From an optimization exercise on the open Yosys and OpenROAD flow, aimed at small area, a short achievable clock period and few clock cycles per item; shortcuts taken in it are not production practice. Only simulation tests tie the RTL to the original design; equivalence was not proved.

==> flow/design.v <==
module mmm_control #(
   parameter integer STEPS = 65,
   parameter integer F = 4
) (
   input wire clk,
   input wire rn,
   input wire start,
   output wire iter,
   output wire fin,
   output wire sel,
   output wire [1:0] fcnt,
   output wire ready
);
localparam integer CNT_SIZE = $clog2(STEPS);
reg [CNT_SIZE-1:0] cnt;
reg i_iter;
reg i_fin;
reg i_sel;
reg i_ready;
wire done_iter = i_iter & (cnt == (STEPS-1));
wire done_fin = i_fin & (cnt[1:0] == (F-1));
always @(posedge clk, negedge rn) begin
   if (!rn) cnt <= 0;
   else if (start | done_iter) cnt <= 0;
   else cnt <= cnt + 1;
end
assign fcnt = cnt[1:0];
always @(posedge clk, negedge rn) begin
   if (!rn) begin
      i_iter <= 1'b0;
      i_fin <= 1'b0;
      i_sel <= 1'b0;
      i_ready <= 1'b0;
   end else begin
      i_iter <= start | (i_iter & ~done_iter);
      i_fin <= ~start & (done_iter | (i_fin & ~done_fin));
      i_sel <= ~start & done_fin;
      i_ready <= ~start & i_sel;
   end
end
assign iter = i_iter;
assign fin = i_fin;
assign sel = i_sel;
assign ready = i_ready;
endmodule
module mmm_iteration #(
   parameter integer N = 32
) (
   input wire [3:0] a,
   input wire first,
   input wire [N-1:0] b,
   input wire [N-1:0] n,
   input wire [N+4:0] s_ps,
   input wire [N+4:0] c_ps,
   input wire ci_ps,
   output wire [N+4:0] s_ns,
   output wire [N+4:0] c_ns,
   output wire ci_ns
);
localparam integer TW = N + 10;
wire e0_s1, e0_s2, e0_ng, e1_s1, e1_s2, e1_ng;
mmm_qsel u_q (
   .s(s_ps[3:0]),
   .c(c_ps[3:0]),
   .ci(ci_ps),
   .n(n[3:1]),
   .d({e1_ng, e1_s2, e1_s1, e0_ng, e0_s2, e0_s1})
);
wire [N:0] m0v = ({(N+1){e0_s1}} & {1'b0, n}) | ({(N+1){e0_s2}} & {n, 1'b0});
wire [N:0] m1v = ({(N+1){e1_s1}} & {1'b0, n}) | ({(N+1){e1_s2}} & {n, 1'b0});
wire [TW-1:0] r0 = {{(TW-N-5){1'b0}}, s_ps};
wire [TW-1:0] r1 = {{(TW-N-5){1'b0}}, c_ps};
wire [TW-1:0] p0 = {{(TW-N-4){1'b0}}, b & {N{a[0]}}, 4'd0};
wire [TW-1:0] p1 = {{(TW-N-5){1'b0}}, b & {N{a[1]}}, 4'd0, ci_ps};
wire [TW-1:0] p2 = {{(TW-N-6){1'b0}}, b & {N{a[2]}}, 5'd0, e0_ng};
wire [TW-1:0] p3 = {{(TW-N-7){1'b0}}, b & {N{a[3]}}, 4'd0, e1_ng, 2'd0};
wire [TW-1:0] q0 = {{(TW-N-2){1'b0}}, ~e0_ng & ~first, m0v ^ {(N+1){e0_ng}}};
wire [TW-1:0] q1 = {{(TW-N-4){1'b0}}, ~e1_ng & ~first, m1v ^ {(N+1){e1_ng}}, 2'd0};
wire [TW-1:0] s1, c1, s2, c2, s3, c3, s4, c4, s5, c5, s6, c6;
mmm_csa #(.W(TW)) u_l1a (.x(r0), .y(r1), .z(p0), .s(s1), .c(c1));
mmm_csa #(.W(TW)) u_l1b (.x(p1), .y(p2), .z(p3), .s(s2), .c(c2));
mmm_csa #(.W(TW)) u_l2 (.x(s1), .y(c1), .z(s2), .s(s3), .c(c3));
mmm_csa #(.W(TW)) u_l3 (.x(s3), .y(c3), .z(c2), .s(s4), .c(c4));
mmm_csa #(.W(TW)) u_l4 (.x(s4), .y(c4), .z(q0), .s(s5), .c(c5));
mmm_csa #(.W(TW)) u_l5 (.x(s5), .y(c5), .z(q1), .s(s6), .c(c6));
assign s_ns = s6[N+8:4];
assign c_ns = c6[N+8:4];
assign ci_ns = |{s6[3:0], c6[3:0]};
endmodule
module mmm_qsel (
   input wire [3:0] s,
   input wire [3:0] c,
   input wire ci,
   input wire [3:1] n,
   output reg [5:0] d
);
wire [3:0] v = s + c + ci;
always @(*) begin
   case ({n, v})
      7'd0: d = 6'b000000;
      7'd1: d = 6'b000101;
      7'd2: d = 6'b101010;
      7'd3: d = 6'b101001;
      7'd4: d = 6'b101000;
      7'd5: d = 6'b101101;
      7'd6: d = 6'b010010;
      7'd7: d = 6'b010001;
      7'd8: d = 6'b010000;
      7'd9: d = 6'b010101;
      7'd10: d = 6'b001010;
      7'd11: d = 6'b001001;
      7'd12: d = 6'b001000;
      7'd13: d = 6'b001101;
      7'd14: d = 6'b000010;
      7'd15: d = 6'b000001;
      7'd16: d = 6'b000000;
      7'd17: d = 6'b001001;
      7'd18: d = 6'b010010;
      7'd19: d = 6'b000101;
      7'd20: d = 6'b001000;
      7'd21: d = 6'b010001;
      7'd22: d = 6'b101010;
      7'd23: d = 6'b001101;
      7'd24: d = 6'b010000;
      7'd25: d = 6'b101001;
      7'd26: d = 6'b000010;
      7'd27: d = 6'b010101;
      7'd28: d = 6'b101000;
      7'd29: d = 6'b000001;
      7'd30: d = 6'b001010;
      7'd31: d = 6'b101101;
      7'd32: d = 6'b000000;
      7'd33: d = 6'b001101;
      7'd34: d = 6'b001010;
      7'd35: d = 6'b010001;
      7'd36: d = 6'b101000;
      7'd37: d = 6'b000101;
      7'd38: d = 6'b000010;
      7'd39: d = 6'b001001;
      7'd40: d = 6'b010000;
      7'd41: d = 6'b101101;
      7'd42: d = 6'b101010;
      7'd43: d = 6'b000001;
      7'd44: d = 6'b001000;
      7'd45: d = 6'b010101;
      7'd46: d = 6'b010010;
      7'd47: d = 6'b101001;
      7'd48: d = 6'b000000;
      7'd49: d = 6'b010001;
      7'd50: d = 6'b000010;
      7'd51: d = 6'b101101;
      7'd52: d = 6'b001000;
      7'd53: d = 6'b101001;
      7'd54: d = 6'b001010;
      7'd55: d = 6'b000101;
      7'd56: d = 6'b010000;
      7'd57: d = 6'b000001;
      7'd58: d = 6'b010010;
      7'd59: d = 6'b001101;
      7'd60: d = 6'b101000;
      7'd61: d = 6'b001001;
      7'd62: d = 6'b101010;
      7'd63: d = 6'b010101;
      7'd64: d = 6'b000000;
      7'd65: d = 6'b010101;
      7'd66: d = 6'b101010;
      7'd67: d = 6'b001001;
      7'd68: d = 6'b101000;
      7'd69: d = 6'b001101;
      7'd70: d = 6'b010010;
      7'd71: d = 6'b000001;
      7'd72: d = 6'b010000;
      7'd73: d = 6'b000101;
      7'd74: d = 6'b001010;
      7'd75: d = 6'b101001;
      7'd76: d = 6'b001000;
      7'd77: d = 6'b101101;
      7'd78: d = 6'b000010;
      7'd79: d = 6'b010001;
      7'd80: d = 6'b000000;
      7'd81: d = 6'b101001;
      7'd82: d = 6'b010010;
      7'd83: d = 6'b010101;
      7'd84: d = 6'b001000;
      7'd85: d = 6'b000001;
      7'd86: d = 6'b101010;
      7'd87: d = 6'b101101;
      7'd88: d = 6'b010000;
      7'd89: d = 6'b001001;
      7'd90: d = 6'b000010;
      7'd91: d = 6'b000101;
      7'd92: d = 6'b101000;
      7'd93: d = 6'b010001;
      7'd94: d = 6'b001010;
      7'd95: d = 6'b001101;
      7'd96: d = 6'b000000;
      7'd97: d = 6'b101101;
      7'd98: d = 6'b001010;
      7'd99: d = 6'b000001;
      7'd100: d = 6'b101000;
      7'd101: d = 6'b010101;
      7'd102: d = 6'b000010;
      7'd103: d = 6'b101001;
      7'd104: d = 6'b010000;
      7'd105: d = 6'b001101;
      7'd106: d = 6'b101010;
      7'd107: d = 6'b010001;
      7'd108: d = 6'b001000;
      7'd109: d = 6'b000101;
      7'd110: d = 6'b010010;
      7'd111: d = 6'b001001;
      7'd112: d = 6'b000000;
      7'd113: d = 6'b000001;
      7'd114: d = 6'b000010;
      7'd115: d = 6'b001101;
      7'd116: d = 6'b001000;
      7'd117: d = 6'b001001;
      7'd118: d = 6'b001010;
      7'd119: d = 6'b010101;
      7'd120: d = 6'b010000;
      7'd121: d = 6'b010001;
      7'd122: d = 6'b010010;
      7'd123: d = 6'b101101;
      7'd124: d = 6'b101000;
      7'd125: d = 6'b101001;
      7'd126: d = 6'b101010;
      7'd127: d = 6'b000101;      default: d = 6'd0;
   endcase
end
endmodule
module mmm_csa #(
   parameter integer W = 8
) (
   input wire [W-1:0] x,
   input wire [W-1:0] y,
   input wire [W-1:0] z,
   output wire [W-1:0] s,
   output wire [W-1:0] c
);
assign s = x ^ y ^ z;
assign c = {((x[W-2:0] & y[W-2:0]) | (x[W-2:0] & z[W-2:0]) | (y[W-2:0] & z[W-2:0])), 1'b0};
endmodule
module mmm #(
   parameter integer N = 256
) (
   input wire clk,
   input wire rn,
   input wire start,
   input wire [N-1:0] a,
   input wire [N-1:0] b,
   input wire [N-1:0] n,
   output wire ready,
   output wire [N-1:0] y
);
localparam integer K = 4;                     
localparam integer F = 4;                     
localparam integer W = 66;                    
localparam integer SW = W * F;                
localparam integer PW = N + 5;                
localparam [SW-1:0] NEG_CB = 264'hff5555555555555555555555555555555555555555555555555555555555555556;
wire iter;
wire fin;
wire sel;
wire [1:0] fcnt;
reg [N-1:0] a_reg;
reg [SW-1:0] b_reg;
reg [N-1:0] n_reg;
reg [SW-1:0] s_reg;
reg [SW-1:0] c_reg;
reg first;     
reg yt_reg;    
reg ct_reg;    
reg y1_reg;    
reg c1_reg;    
reg y2_reg;    
reg c2_reg;    
wire [PW-1:0] s_ns;
wire [PW-1:0] c_ns;
wire ci_ns;
mmm_control #(
   .STEPS(N/K+1),
   .F(F)
) u_ctrl (
   .clk(clk),
   .rn(rn),
   .start(start),
   .iter(iter),
   .fin(fin),
   .sel(sel),
   .fcnt(fcnt),
   .ready(ready)
);
mmm_iteration #(
   .N(N)
) u_it (
   .a(a_reg[K-1:0]),
   .first(first),
   .b(b_reg[N-1:0]),
   .n(n_reg),
   .s_ps(s_reg[PW-1:0]),
   .c_ps(c_reg[PW-1:0]),
   .ci_ps(yt_reg),
   .s_ns(s_ns),
   .c_ns(c_ns),
   .ci_ns(ci_ns)
);
always @(posedge clk) n_reg <= n;
always @(posedge clk) first <= start;
wire [SW-1:0] n_ext = {{(SW-N){1'b0}}, n_reg};
wire [W-1:0] nc = n_ext[fcnt*W +: W];
wire [W-1:0] kc = NEG_CB[fcnt*W +: W];
wire [W-1:0] sc = s_reg[W-1:0];
wire [W-1:0] cc = c_reg[W-1:0];
wire [W-1:0] x0 = sc ^ cc ^ kc;
wire [W-1:0] y0 = (sc & cc) | (sc & kc) | (cc & kc);
wire [W-1:0] y0s = {y0[W-2:0], yt_reg};
wire [W:0] t_c = {1'b0, x0} + {1'b0, y0s} + ct_reg;
wire [W-1:0] x1 = x0 ^ y0s ^ ~nc;
wire [W-1:0] y1 = (x0 & y0s) | (x0 & ~nc) | (y0s & ~nc);
wire [W:0] d1_c = {1'b0, x1} + {1'b0, y1[W-2:0], y1_reg} + c1_reg;
wire [W-1:0] x2 = x0 ^ y0s ^ nc;
wire [W-1:0] y2 = (x0 & y0s) | (x0 & nc) | (y0s & nc);
wire [W:0] d2_c = {1'b0, x2} + {1'b0, y2[W-2:0], y2_reg} + c2_reg;
always @(posedge clk) begin
   if (iter) begin
      yt_reg <= ci_ns;
      ct_reg <= 1'b0;
      y1_reg <= 1'b0;
      c1_reg <= 1'b1;
      y2_reg <= 1'b0;
      c2_reg <= 1'b0;
   end else if (fin) begin
      yt_reg <= y0[W-1];
      ct_reg <= t_c[W];
      y1_reg <= y1[W-1];
      c1_reg <= d1_c[W];
      y2_reg <= y2[W-1];
      c2_reg <= d2_c[W];
   end else begin
      yt_reg <= 1'b0;
      ct_reg <= 1'b0;
      y1_reg <= 1'b0;
      c1_reg <= 1'b1;
      y2_reg <= 1'b0;
      c2_reg <= 1'b0;
   end
end
wire [N-1:0] result = s_reg[SW-1] ? b_reg[N-1:0] : (c_reg[SW-1] ? s_reg[N-1:0] : c_reg[N-1:0]);
always @(posedge clk) begin
   if (start) a_reg <= a;
   else if (sel) a_reg <= result;
   else a_reg <= a_reg >> K;
end
always @(posedge clk) begin
   if (start) b_reg <= {{(SW-N){1'b0}}, b};
   else if (fin) b_reg <= {d2_c[W-1:0], b_reg[SW-1:W]};
end
wire [SW-1:0] s_alt = fin ? {t_c[W-1:0], s_reg[SW-1:W]} : {SW{1'b0}};
wire [SW-1:0] c_alt = fin ? {d1_c[W-1:0], c_reg[SW-1:W]} : {SW{1'b0}};
always @(posedge clk) begin
   s_reg <= iter ? {{(SW-PW){1'b0}}, s_ns} : s_alt;
   c_reg <= iter ? {{(SW-PW){1'b0}}, c_ns} : c_alt;
end
assign y = a_reg;
endmodule
==> flow/run.sh <==
#!/bin/bash
# synth_recipe.tcl (not shown) runs the flow's synth.tcl, then flattens the netlist and writes it again
# the make line also repeats each setting of config.mk as NAME=value (left out here)
make -C /OpenROAD-flow-scripts/flow DESIGN_CONFIG=/design/flow/config.mk WORK_HOME=/design/flow/orfs CLKGATE_MAP_FILE= SYNTH_SCRIPT=/design/flow/synth_recipe.tcl finish
==> flow/config.mk <==
export PLATFORM = sky130hd
export DESIGN_NAME = mmm
export DESIGN_NICKNAME = mmm
export VERILOG_FILES = /design/flow/design.v
export SDC_FILE = /design/flow/constraint.sdc
export NUM_CORES = 4
export LEC_CHECK = 0
export CAP_MARGIN = 20
export CORE_MARGIN = 2
export CORE_UTILIZATION = 35
export SETUP_SLACK_MARGIN = 0.3
export SLEW_MARGIN = 20
export SYNTH_HIERARCHICAL = 1
==> flow/constraint.sdc <==
create_clock -name core_clock -period 12.0 [get_ports {clk}]
set_input_delay 2.4000 -clock core_clock [delete_from_list [all_inputs] [get_ports {clk}]]
set_output_delay 2.4000 -clock core_clock [all_outputs]
set_load 0.01 [all_outputs]
==> results of run 1 <==
## layout by cell type (no fill, tap or decap), types with 30 or more instances in the layout
cell type and instances:
a22oi_1 510, nand4_1 63, mux2i_1 520, mux4_2 60, a21o_1 128, clkbuf_16 187, nor2_1 138, mux2_2 202
dfxtp_1 1049, a21oi_1 239, buf_4 77, diode_2 69, clkbuf_1 35, clkdlybuf4s50_1 1026, o21ai_0 1163, nand2_1 1588
nor3_1 34, edfxtp_1 256, nand3_1 47, inv_1 514, fa_1 1734, ha_1 269, conb_1 61, o21bai_1 41
nand2b_1 30, and2_1 1045, xor2_1 75, xnor2_1 621
## layout make-up
| class | instances | share of cell area [%] |
|---|---|---|
| Inverter | 517 | 1.433 |
| Timing Repair Buffer | 1122 | 8.225 |
| Clock buffer | 247 | 3.778 |
| Antenna cell | 69 | 0.1265 |
| Sequential cell | 1322 | 21.34 |
| Tap cell | 4366 | 4.003 |
| Multi-Input combinational cell | 8908 | 60.25 |
| Clock inverter | 87 | 0.8372 |
## worst paths after layout
kind,startpoint,endpoint,slack (ps),cells past startpoint
min,c_reg[136],c_reg[70],490,2
min in group asynchronous,rn,u_ctrl.i_ready,1970,1
min reg2reg,c_reg[136],c_reg[70],490,2
max reg2reg,u_ctrl.cnt[0],c_reg[252],4700,18
max in group asynchronous,rn,u_ctrl.cnt[0],9340,1
max,u_ctrl.cnt[0],c_reg[252],4700,18
## critical path, stage by stage (launching register included)
cell and delay [ps]:
dfrtp_4 1050, buf_4 830, nor2_1 160, fa_1 550, fa_1 560, inv_1 60
fa_1 420, fa_1 440, and2b_1 260, nor3_1 70, o21a_1 300, o31a_1 360
o211ai_2 310, nand3_1 260, o31a_1 410, o41a_1 520, o311ai_2 310, xnor2_1 150
o21ai_1 80
## layer usage
layer  share of wire [%]  track usage, %
met1                  42           38.10
met2                  45           43.67
met3                 8.2           5.896
met4                 4.1           11.08
met5                0.14               0
## metrics by stage
| step | worst slack, ps | area, µm² | hold WS, ps | util (%) |
|---|---|---|---|---|
| after floorplan | 3127 | 116600 | 419.5 | - |
| after global placement | 4632 | 130000 | 483.3 | 39.32 |
| after detailed placement | 4562 | 130000 | 493.5 | 39.32 |
| after CTS | 4568 | 136300 | 486.0 | 41.23 |
| after global routing | 4108 | 136400 | 516.6 | 41.26 |
| final | 4698 | 136500 | 490.9 | 41.28 |
==> run_results.csv, run 1 <==
group,metric,value,unit
floorplanning,ios,1028,
clock_network,cts-buffers-inserted,180,
sta,maxSlewViolCount,0,
routing,vias,90660,
sta,finalSetupViolations,0,
layout,final-seq-area,29120,µm²
global_routing,grt_pass1_wl,688400,µm
floorplanning,die_h,580.6,µm
place,dp.cells,16240,
sta,rsz0062_at_grt,"false",
global_routing,antenna_found_initial,155,
layout,drive_gt1_share,5.851,%
routing,first_pass_iters,7,
synthesis,ys_warn_count,9,
clock_network,clk_latency,940,ps
worst_setup_path,endpoint_kind,"register",
worst_setup_path,crit_path_max_fanout,38,
routing,ant_nets,0,
layout,nFillCells,32540,
sta,fin_skew,62.28,ps
sta,slew_headroom,14.51,%
clock_network,cts_resized,0,
routing,wire_per_inst,29.05,µm
worst_setup_path,startpoint_type,"register",
sta,period_needed,7302,ps
routing,drc_errors,0,
worst_setup_path,arrival,8080,ps
global_routing,grt_pass1_vias,92650,
routing,viasPerCell,5.449,
clock_network,cts_tree,"built",
routing,totalWireLength,483400,µm
floorplanning,fp.dieW,580.6,µm
worst_hold_path,hp-class,"reg2reg",
routing,drtIter0Drc,8463,
clock_network,cts-hold-fix-buffers,0,
clock_network,post_cts_buffers,0,
run,maxCapViolations,0,
layout,nets,14830,
floorplanning,dieArea,337100,µm²
global_routing,grt_overflow_total,0,
place,port_buffers,1027,
place,gp_congestion,0.9464,
floorplanning,design.core.area,330500,µm²
worst_setup_path,path_class,"reg2reg",
sta,worst_pin_slew,1282,ps
floorplanning,rows,211,
layout,instances_no_fill,16640,
run_status,status,"complete, no violations",
global_routing,grt_max_degree,232,
layout,area_growth,17.26,%
synthesis,synth.avg_cell_area,10.17,µm²
synthesis,syn_inst,11440,
clock_network,cts_root_buf,"clkbuf_16",
sta,clock.fmax,0.1369,GHz
sta,hold_violations,0,
clock_network,ctsLongestPathBuffers,4,
layout,multi_input_area,82220,µm²
sta,fin_setup_tns,0,ps
clock_network,cts.clk_slew.worst_paths,70,ps
place,post-dp-hpwl,366900,µm
clock_network,numClockSinks,1322,
worst_setup_path,cp.required,12780,ps
global_routing,grt_usage,28.08,%
clock_network,htree_levels,4,
floorplanning,start_util,35.21,%
sta,min_period_over_period,60.85,%
synthesis,netlist_area,116400,µm²
Testbench counts, summed over its fixed seeds: cycles 18,200, items 256.
==> run 2: changes to the inputs <==
==> flow/flow/run.sh (new file) <==
#!/bin/bash
# The standard layout (its SDC, config and settings), with the timing
# repair steps aiming at 8 ns of setup slack instead of config.mk's margin.
set -euo pipefail
bash standard.sh SETUP_SLACK_MARGIN=8 finish > standard.log 2>&1
==> flow/standard.sh (new file) <==
#!/bin/bash
# synth_recipe.tcl (not shown) runs the flow's synth.tcl, then flattens the netlist and writes it again
# the make line also repeats each setting of config.mk as NAME=value (left out here)
make -C /OpenROAD-flow-scripts/flow DESIGN_CONFIG=/design/flow/config.mk WORK_HOME=/design/flow/orfs CLKGATE_MAP_FILE= SYNTH_SCRIPT=/design/flow/synth_recipe.tcl "${@:-finish}"
removed: flow/run.sh
==> run 2 against run 1 <==
  * Non-clock buffer count up 445
  * Die area is the same
  * Highest routed layer unchanged
  * Area after synthesis did not move
  * Count of clock-buffer cells in the layout is 11 higher
  * Still clean
  * First-iteration DRC count is 15% higher
==> run_results.csv, run 2 <==
group,metric,value,unit
run_status,status,"complete, no violations",
sta,period_needed,5655,ps
floorplanning,rows,211,
synthesis,netlist_area,116400,µm²
global_routing,grt_overflow_total,0,
clock_network,numClockSinks,1322,
worst_setup_path,cp_slowest_cell,"fa_2",
worst_setup_path,path_buf_inv,2,
global_routing,grt_max_degree,185,
floorplanning,ios,1028,
worst_setup_path,slowest_delay,590,ps
synthesis,syn_inst,11440,
routing,viasPerCell,5.596,
layout,drive_gt1_share,18.65,%
routing,wire_per_inst,30.69,µm
worst_setup_path,arrival,6430,ps
routing,drtIter0Drc,9726,
layout,final_common_cell,"nand2_1",
worst_setup_path,critical-path-top-delay-family,"adder cells",
sta,fin_skew,50.83,ps
floorplanning,dieArea,337100,µm²
sta,hold_violations,0,
global_routing,grt_usage,30.46,%
routing,vias,95690,
run,maxCapViolations,0,
worst_setup_path,endpoint_kind,"register",
sta,finalSetupViolations,0,
worst_setup_path,path_class,"reg2reg",
sta,slew_headroom,17.41,%
sta,min_period_over_period,47.12,%
floorplanning,fp.dieW,580.6,µm
global_routing,antenna_found_initial,153,
sta,maxSlewViolCount,0,
worst_setup_path,cp.required,12770,ps
sta,worst_pin_slew,1204,ps
worst_hold_path,hp-class,"reg2reg",
global_routing,grt_pass1_wl,739900,µm
sta,clock.fmax,0.1768,GHz
worst_setup_path,worstPathCellList,"inv_2 > fa_2 > fa_2 > inv_4 > ha_4 > and2_4 > a21oi_2 > nor2_1 > o32a_1 > a32o_4 > fa_1 > fa_2 > fa_2 > fa_2 > fa_1 > nor4_2 > nand2_1 > nand2_1 > o21ai_0",
layout,nets,15280,
place,port_buffers,1027,
place,gp_congestion,0.9236,
routing,ant_nets,0,
sta,rsz0062_at_grt,"true",
clock_network,cts_tree,"built",
worst_setup_path,startpoint_type,"register",
clock_network,clk_latency,940,ps
floorplanning,design.core.area,330500,µm²
routing,totalWireLength,524800,µm
synthesis,ys_warn_count,9,
clock_network,cts-hold-fix-buffers,0,
worst_setup_path,cpMostUsedCell,"fa_2",
layout,area_growth,29.50,%
clock_network,htree_levels,4,
routing,drc_errors,0,
layout,instances_no_fill,17100,
layout,layout_common_cells,"nand2_1 (1569), fa_1 (1515), and2_1 (1042), dfxtp_1 (941), clkdlybuf4s50_1 (769)",
sta,fin_setup_tns,0,ps
global_routing,grt_pass1_vias,97830,
synthesis,synth.avg_cell_area,10.17,µm²
place,post-dp-hpwl,362900,µm
clock_network,ctsLongestPathBuffers,4,
place,dp.cells,16240,
floorplanning,start_util,35.21,%
clock_network,cts-buffers-inserted,182,
worst_setup_path,crit_path_max_fanout,6,
clock_network,cts_root_buf,"clkbuf_16",
clock_network,cts.clk_slew.worst_paths,60,ps
floorplanning,die_h,580.6,µm
routing,first_pass_iters,6,
run 2: cell count changes in the layout (fill, tap and decap cells not counted), sizes merged, moves of 6 or more:
cell / delta
diode: +10
clkdlybuf4s15: +146
inv: -6
dlygate4sd2: +89
clkdlybuf4s50: -257
buf: +453
bufbuf: +14
clkbuf: +11
run 2: path summary, 6_finish.rpt:
| check | startpoint | slack, ps | end | cells past startpoint |
|---|---|---|---|---|
| max reg2reg | c_reg[0] | 6350 | yt_reg | 19 |
| min in group asynchronous | rn | 1880 | u_ctrl.i_sel | 1 |
| min | s_reg[71] | 490 | s_reg[5] | 2 |
| min reg2reg | s_reg[71] | 490 | s_reg[5] | 2 |
| max in group asynchronous | rn | 9630 | u_ctrl.i_fin | 1 |
| max | c_reg[0] | 6350 | yt_reg | 19 |
run 2: layer usage:
layer  vias up  global-route usage, %  routed length, µm  part of all wire, %
met5         -                      0                539                 0.10
met3      1107                  7.855              52710                   10
met4        86                  15.63              29080                  5.5
met1     48880                  40.04             209100                   40
li1      40490                      -                  -                    -
met2      5127                  46.16             233300                   44
run 2: cell type report:
| type | count | area [µm²] |
|---|---|---|
| inverters | 517 | 1973 |
| clock inverters | 80 | 1100 |
| repair buffers | 1567 | 18070 |
| fillers | 30980 | 179800 |
| flip-flops and latches | 1322 | 29410 |
| multi-input cells | 8912 | 89150 |
| diodes | 79 | 197.7 |
| clock buffers | 258 | 5323 |
| well taps | 4366 | 5463 |
run 2: worst register-to-register path: stages, from the launching register on:
cell and delay (ps):
dfxtp_4 350, inv_2 40, fa_2 410, fa_2 590, inv_4 80, ha_4 160
and2_4 140, a21oi_2 110, nor2_1 60, o32a_1 390, a32o_4 300, fa_1 480
fa_2 560, fa_2 440, fa_2 540, fa_1 420, nor4_2 190, nand2_1 90
nand2_1 70, o21ai_0 90
run 2: per-stage QoR:
stage	util, %	hold WS [ps]	setup WS [ps]	area (µm²)
floorplan	-	419.5	4769	117200
global placement	39.46	493.1	5570	130400
detailed placement	39.47	493.9	5497	130400
CTS	44.99	484.2	6359	148700
global route	45.57	509.9	6198	150600
finish	45.59	491.1	6345	150700
run 2: repair_timing:
action | 4_1_cts | 5_1_grt
setup endpoints to repair | 901 | 673
resized for setup | 2305 | 238
gates cloned | 85 | 0
pin swaps | 743 | 282
buffers inserted | 295 | 66

==> static timing again, ports no longer ideal <==
In the flow no input, the clock included, has a driving cell. The finished layouts below were timed again as built, in two steps.
Step 1 (the two cells are an assumption about what drives the block):
set clk [get_ports {clk}]
set_driving_cell -lib_cell sky130_fd_sc_hd__clkbuf_16 $clk
set_driving_cell -lib_cell sky130_fd_sc_hd__buf_2 [delete_from_list [all_inputs] $clk]
Step 2 times the ports against the registers' clock, not the clock port: input delays grow and output delays shrink by t, the midpoint of the rising clock arrivals with the driver on.
Three values: no drivers, after step 1, after step 2; two values: the first two.
| run | shift t [ns] | setup slack, ns | worst register clock-pin slew, ns | worst data-port slew with drivers (ns) |
|---|---|---|---|---|
| run 1 | 1.008 | 4.698 / 4.698 / 4.698 | 0.07 / 0.07 | 0.29 |
| run 2 | 1.012 | 6.345 / 6.345 / 6.345 | 0.07 / 0.07 | 0.30 |
After both steps every run listed still meets setup and hold.
